Source: an optimization exercise on an open RTL-to-GDS flow (aim: small area, a short achievable clock period and few clock cycles per item). Production flows keep margins and buffers that such runs may drop.
Where RTL was checked, it was by simulation tests only, not by an equivalence proof against the original.

==> flow/design.v <==
`timescale 1ns/1ps
module dsp_block_mapping #(
    parameter NUM_BANKS         = 8,
    parameter CACHE_LINES       = 16,
    parameter BLOCK_SIZE_BYTES  = 64,
    parameter ADDR_WIDTH        = 32,
    parameter BLOCK_ID_WIDTH    = 16
)(
    input  logic                         clk,
    input  logic                         rst_n,
    input  logic [1:0]                   map_mode,
    input  logic [47:0]                  sys_config,
    input  logic                         map_req_valid,
    input  logic [BLOCK_ID_WIDTH-1:0]    block_id,
    input  logic [ADDR_WIDTH-1:0]        base_addr,
    output logic                         map_ready,
    output logic [64:0]                  mapping_result,
    output logic                         map_result_valid,
    input  logic                         map_result_ready,
    output logic [31:0]                  bank_conflict_count,
    output logic [31:0]                  cache_miss_count
);
    localparam int DIV_ROWS = 4;               
    localparam int NGRP     = 16 / DIV_ROWS;   
    localparam int GW       = $clog2(NGRP);
    logic [15:0] bs;
    logic [2:0]  bank_mask;
    logic        blocked;
    assign bs        = sys_config[31:16];
    assign bank_mask = {sys_config[43], sys_config[43] | sys_config[42],
                        sys_config[43] | sys_config[42] | sys_config[41]};
    assign blocked   = (map_mode == 2'b01);
    logic vld_q, busy_q;
    logic req_hs, res_hs;
    assign map_ready = ~(vld_q | busy_q);
    assign req_hs    = map_req_valid & map_ready;
    assign res_hs    = vld_q & map_result_ready;
    logic [31:0] l0 [0:16];
    logic [31:0] l1 [0:11];
    logic [31:0] l2 [0:7];
    logic [31:0] l3 [0:5];
    logic [31:0] l4 [0:3];
    logic [31:0] l5 [0:2];
    logic [31:0] l6 [0:1];
    always_comb begin
        for (int i = 0; i < 16; i++) l0[i] = bs[i] ? ({16'd0, block_id} << i) : 32'd0;
        l0[16] = base_addr;
        for (int i = 0; i < 5; i++) begin l1[2*i] = l0[3*i] ^ l0[3*i+1] ^ l0[3*i+2]; l1[2*i+1] = ((l0[3*i] & l0[3*i+1]) | (l0[3*i] & l0[3*i+2]) | (l0[3*i+1] & l0[3*i+2])) << 1; end
        l1[10] = l0[15]; l1[11] = l0[16];
        for (int i = 0; i < 4; i++) begin l2[2*i] = l1[3*i] ^ l1[3*i+1] ^ l1[3*i+2]; l2[2*i+1] = ((l1[3*i] & l1[3*i+1]) | (l1[3*i] & l1[3*i+2]) | (l1[3*i+1] & l1[3*i+2])) << 1; end
        for (int i = 0; i < 2; i++) begin l3[2*i] = l2[3*i] ^ l2[3*i+1] ^ l2[3*i+2]; l3[2*i+1] = ((l2[3*i] & l2[3*i+1]) | (l2[3*i] & l2[3*i+2]) | (l2[3*i+1] & l2[3*i+2])) << 1; end
        l3[4] = l2[6]; l3[5] = l2[7];
        for (int i = 0; i < 2; i++) begin l4[2*i] = l3[3*i] ^ l3[3*i+1] ^ l3[3*i+2]; l4[2*i+1] = ((l3[3*i] & l3[3*i+1]) | (l3[3*i] & l3[3*i+2]) | (l3[3*i+1] & l3[3*i+2])) << 1; end
        l5[0] = l4[0] ^ l4[1] ^ l4[2]; l5[0+1] = ((l4[0] & l4[1]) | (l4[0] & l4[2]) | (l4[1] & l4[2])) << 1; l5[2] = l4[3];
        l6[0] = l5[0] ^ l5[1] ^ l5[2]; l6[0+1] = ((l5[0] & l5[1]) | (l5[0] & l5[2]) | (l5[1] & l5[2])) << 1;
    end
    logic [2:0] prod_lo;
    logic [3:0] line_d;
    assign prod_lo = block_id[2:0] * bs[2:0];
    assign line_d  = base_addr[3:0] + {prod_lo, 1'b0};
    logic [31:0] sum_q;
    logic [30:0] car_q;
    logic [15:0] id_q;
    logic [3:0]  line_q;
    logic [2:0]  bank_q;
    logic [GW-1:0] g0;
    logic [15:0]   r_init;
    always_comb begin
        g0     = '0;
        r_init = block_id >> DIV_ROWS;
        for (int g = 1; g < NGRP; g++) begin
            if ((bs >> (16 - DIV_ROWS*g)) == 16'd0) begin
                g0     = GW'(g);
                r_init = block_id >> (DIV_ROWS*g + DIV_ROWS);
            end
        end
    end
    logic [15:0]   r_q;
    logic [GW-1:0] g_q;
    logic [15:0]   bs_q;
    logic [15:0]   r_row [0:DIV_ROWS];
    logic [DIV_ROWS-1:0] id_bits;
    logic [DIV_ROWS-1:0] q_bits;
    assign id_bits = id_q[DIV_ROWS*g_q +: DIV_ROWS];
    assign r_row[0] = r_q;
    genvar k;
    generate
        for (k = 0; k < DIV_ROWS; k++) begin : g_row
            logic [16:0] t, d;
            assign t = {r_row[k], id_bits[DIV_ROWS-1-k]};
            assign d = t - {1'b0, bs_q};
            assign q_bits[DIV_ROWS-1-k] = ~d[16];
            assign r_row[k+1] = d[16] ? t[15:0] : d[15:0];
        end
    endgenerate
    always_ff @(posedge clk or negedge rst_n) begin
        if (!rst_n) begin
            vld_q  <= 1'b0;
            busy_q <= 1'b0;
        end else begin
            if (req_hs) begin
                busy_q <= blocked;
                vld_q  <= ~blocked;
            end else if (busy_q) begin
                if (g_q == '0) begin
                    busy_q <= 1'b0;
                    vld_q  <= 1'b1;
                end
            end else if (res_hs) begin
                vld_q  <= 1'b0;
            end
        end
    end
    always_ff @(posedge clk) begin
        sum_q  <= l6[0];
        car_q  <= l6[1][31:1];
        id_q   <= block_id;
        line_q <= line_d;
        bs_q   <= bs;
        r_q    <= busy_q ? r_row[DIV_ROWS] : r_init;
        g_q    <= busy_q ? g_q - GW'(1) : g0;
        if (!blocked)
            bank_q <= block_id[2:0] & bank_mask;
        else if (busy_q && g_q == '0)
            bank_q <= q_bits[2:0] & bank_mask;
    end
    logic [31:0] addr;
    assign addr = sum_q + {car_q, 1'b0};
    assign mapping_result   = {id_q, 5'd0, bank_q, 4'd0, line_q, addr, vld_q};
    assign map_result_valid = vld_q;
    logic [2:0]  last_bank_q;
    logic        have_last_q;
    logic [15:0] seen_q;
    logic [4:0]  miss_q;
    logic [31:0] conf_q;
    always_ff @(posedge clk or negedge rst_n) begin
        if (!rst_n) begin
            last_bank_q <= '0;
            have_last_q <= 1'b0;
            seen_q      <= '0;
            miss_q      <= '0;
            conf_q      <= '0;
        end else if (res_hs) begin
            last_bank_q <= bank_q;
            have_last_q <= 1'b1;
            if (have_last_q && last_bank_q == bank_q)
                conf_q <= conf_q + 32'd1;
            if (!seen_q[line_q])
                miss_q <= miss_q + 5'd1;
            seen_q[line_q] <= 1'b1;
        end
    end
    assign bank_conflict_count = conf_q;
    assign cache_miss_count    = {27'd0, miss_q};
endmodule
==> flow/config.mk <==
export PLATFORM = sky130hd
export DESIGN_NAME = dsp_block_mapping
export DESIGN_NICKNAME = dsp_block_mapping
export VERILOG_FILES = /design/flow/design.v
export SDC_FILE = /design/flow/constraint.sdc
export NUM_CORES = 4
export LEC_CHECK = 0
export CAP_MARGIN = 20
export CORE_MARGIN = 2
export CORE_UTILIZATION = 40
export SLEW_MARGIN = 20
==> flow/constraint.sdc <==
create_clock -name core_clock -period 55.0 [get_ports {clk}]
set_input_delay 11.0000 -clock core_clock [delete_from_list [all_inputs] [get_ports {clk}]]
set_output_delay 11.0000 -clock core_clock [all_outputs]
set_load 0.01 [all_outputs]
standard.sh (not shown) runs the stock make flow with config.mk's settings and CLKGATE_MAP_FILE= SYNTH_SCRIPT=/design/flow/synth_recipe.tcl, a recipe that flattens the netlist after the stock synthesis.
==> flow/flow/run.sh <==
#!/bin/bash
# Own layout flow: the standard ORFS flow (standard synthesis unchanged),
# with timing repair asked for extra setup slack at the design's clock period
# and plain buffers on the ports. Each tool's output goes to a log in this folder.
set -euo pipefail
export SETUP_SLACK_MARGIN=40
export BUFFER_PORTS_ARGS="-buffer_cell sky130_fd_sc_hd__buf_2"
bash standard.sh > standard_flow.log 2>&1
Next try:
--- a/flow/design.v
+++ b/flow/design.v
@@ -23,5 +23,5 @@
     localparam int DIV_ROWS = 4;               
     localparam int NGRP     = 16 / DIV_ROWS;   
-    localparam int GW       = $clog2(NGRP);
+    localparam int GW       = (NGRP <= 2) ? 1 : (NGRP <= 4) ? 2 : (NGRP <= 8) ? 3 : 4;
     logic [15:0] bs;
     logic [2:0]  bank_mask;
@@ -64,4 +64,27 @@
     logic [3:0]  line_q;
     logic [2:0]  bank_q;
+    logic [15:0] bs_onehot_any, bs_onehot_many;
+    logic        bs_pow2;
+    logic [2:0]  q_pow2;
+    logic        q_small_ok, q_small;
+    logic        fast_ok;
+    logic [2:0]  fast_q;
+    always_comb begin
+        bs_onehot_any[0]  = bs[0];
+        bs_onehot_many[0] = 1'b0;
+        for (int i = 1; i < 16; i++) begin
+            bs_onehot_many[i] = bs_onehot_many[i-1] | (bs_onehot_any[i-1] & bs[i]);
+            bs_onehot_any[i]  = bs_onehot_any[i-1] | bs[i];
+        end
+        bs_pow2 = bs_onehot_any[15] & ~bs_onehot_many[15];
+        q_pow2 = '0;
+        for (int s = 0; s < 16; s++) begin
+            if (bs[s]) q_pow2 = q_pow2 | 3'((block_id >> s) & 16'd7);
+        end
+    end
+    assign q_small_ok = {1'b0, block_id[15:1]} < bs;    
+    assign q_small    = block_id >= bs;
+    assign fast_ok    = bs_pow2 | q_small_ok;
+    assign fast_q     = bs_pow2 ? q_pow2 : {2'b00, q_small};
     logic [GW-1:0] g0;
     logic [15:0]   r_init;
@@ -100,6 +123,6 @@
         end else begin
             if (req_hs) begin
-                busy_q <= blocked;
-                vld_q  <= ~blocked;
+                busy_q <= blocked & ~fast_ok;
+                vld_q  <= ~blocked | fast_ok;
             end else if (busy_q) begin
                 if (g_q == '0) begin
@@ -122,4 +145,6 @@
         if (!blocked)
             bank_q <= block_id[2:0] & bank_mask;
+        else if (!busy_q && fast_ok)
+            bank_q <= fast_q & bank_mask;
         else if (busy_q && g_q == '0)
             bank_q <= q_bits[2:0] & bank_mask;
Effect:
- The changed run finished with timing, DRC and antenna clean
- routed wire length came out higher by roughly a tenth
- setup slack got worse by 0.055 ns
- cell count came out higher by a little under a tenth
- die area came out higher by a few percent
- fmax came out lower slightly
- worst hold slack hardly moves
- non-clock buffer count came out higher by 14
- critical path depth came out higher by 9
- global-route usage came out higher by 1.2 points
- core utilization came out lower by 0.40 points
- final area came out higher by a few percent
Testbench counts after the change, summed over its fixed seeds: cycles 25,619, items 12,000.
No functional check of the RTL was part of the first run of this note.

[port drivers added, routing unchanged]
In the flow no input, the clock included, has a driving cell. The finished layouts below were timed again as built, in two steps. Step 1: set_driving_cell puts a clkbuf_16 on clk and a buf_2 on each other input, an assumption about the parent block. Step 2 moves the port delays by t, midway between the first and last clock arrival at a register: inputs arrive t later, outputs are due t later. That takes back most of the time a late clock gives input paths. a / b / c = no drivers / after step 1 / after step 2; a / b = the first two.
run	t, ns	setup WS [ns]	worst setup path after step 2	latest minus earliest clock arrival (ns)	worst data-port slew with drivers (ns)
the first run	0.499	40.138 / 40.085 / 39.938	input to register	0.015 / 0.014	0.06
the second run	0.544	40.083 / 40.028 / 39.837	input to register	0.011 / 0.011	0.08
After both steps every run listed still meets setup and hold. The setup slack of the second run, which loses most, moves by -0.055 ns with the drivers and by -0.246 ns with both steps.
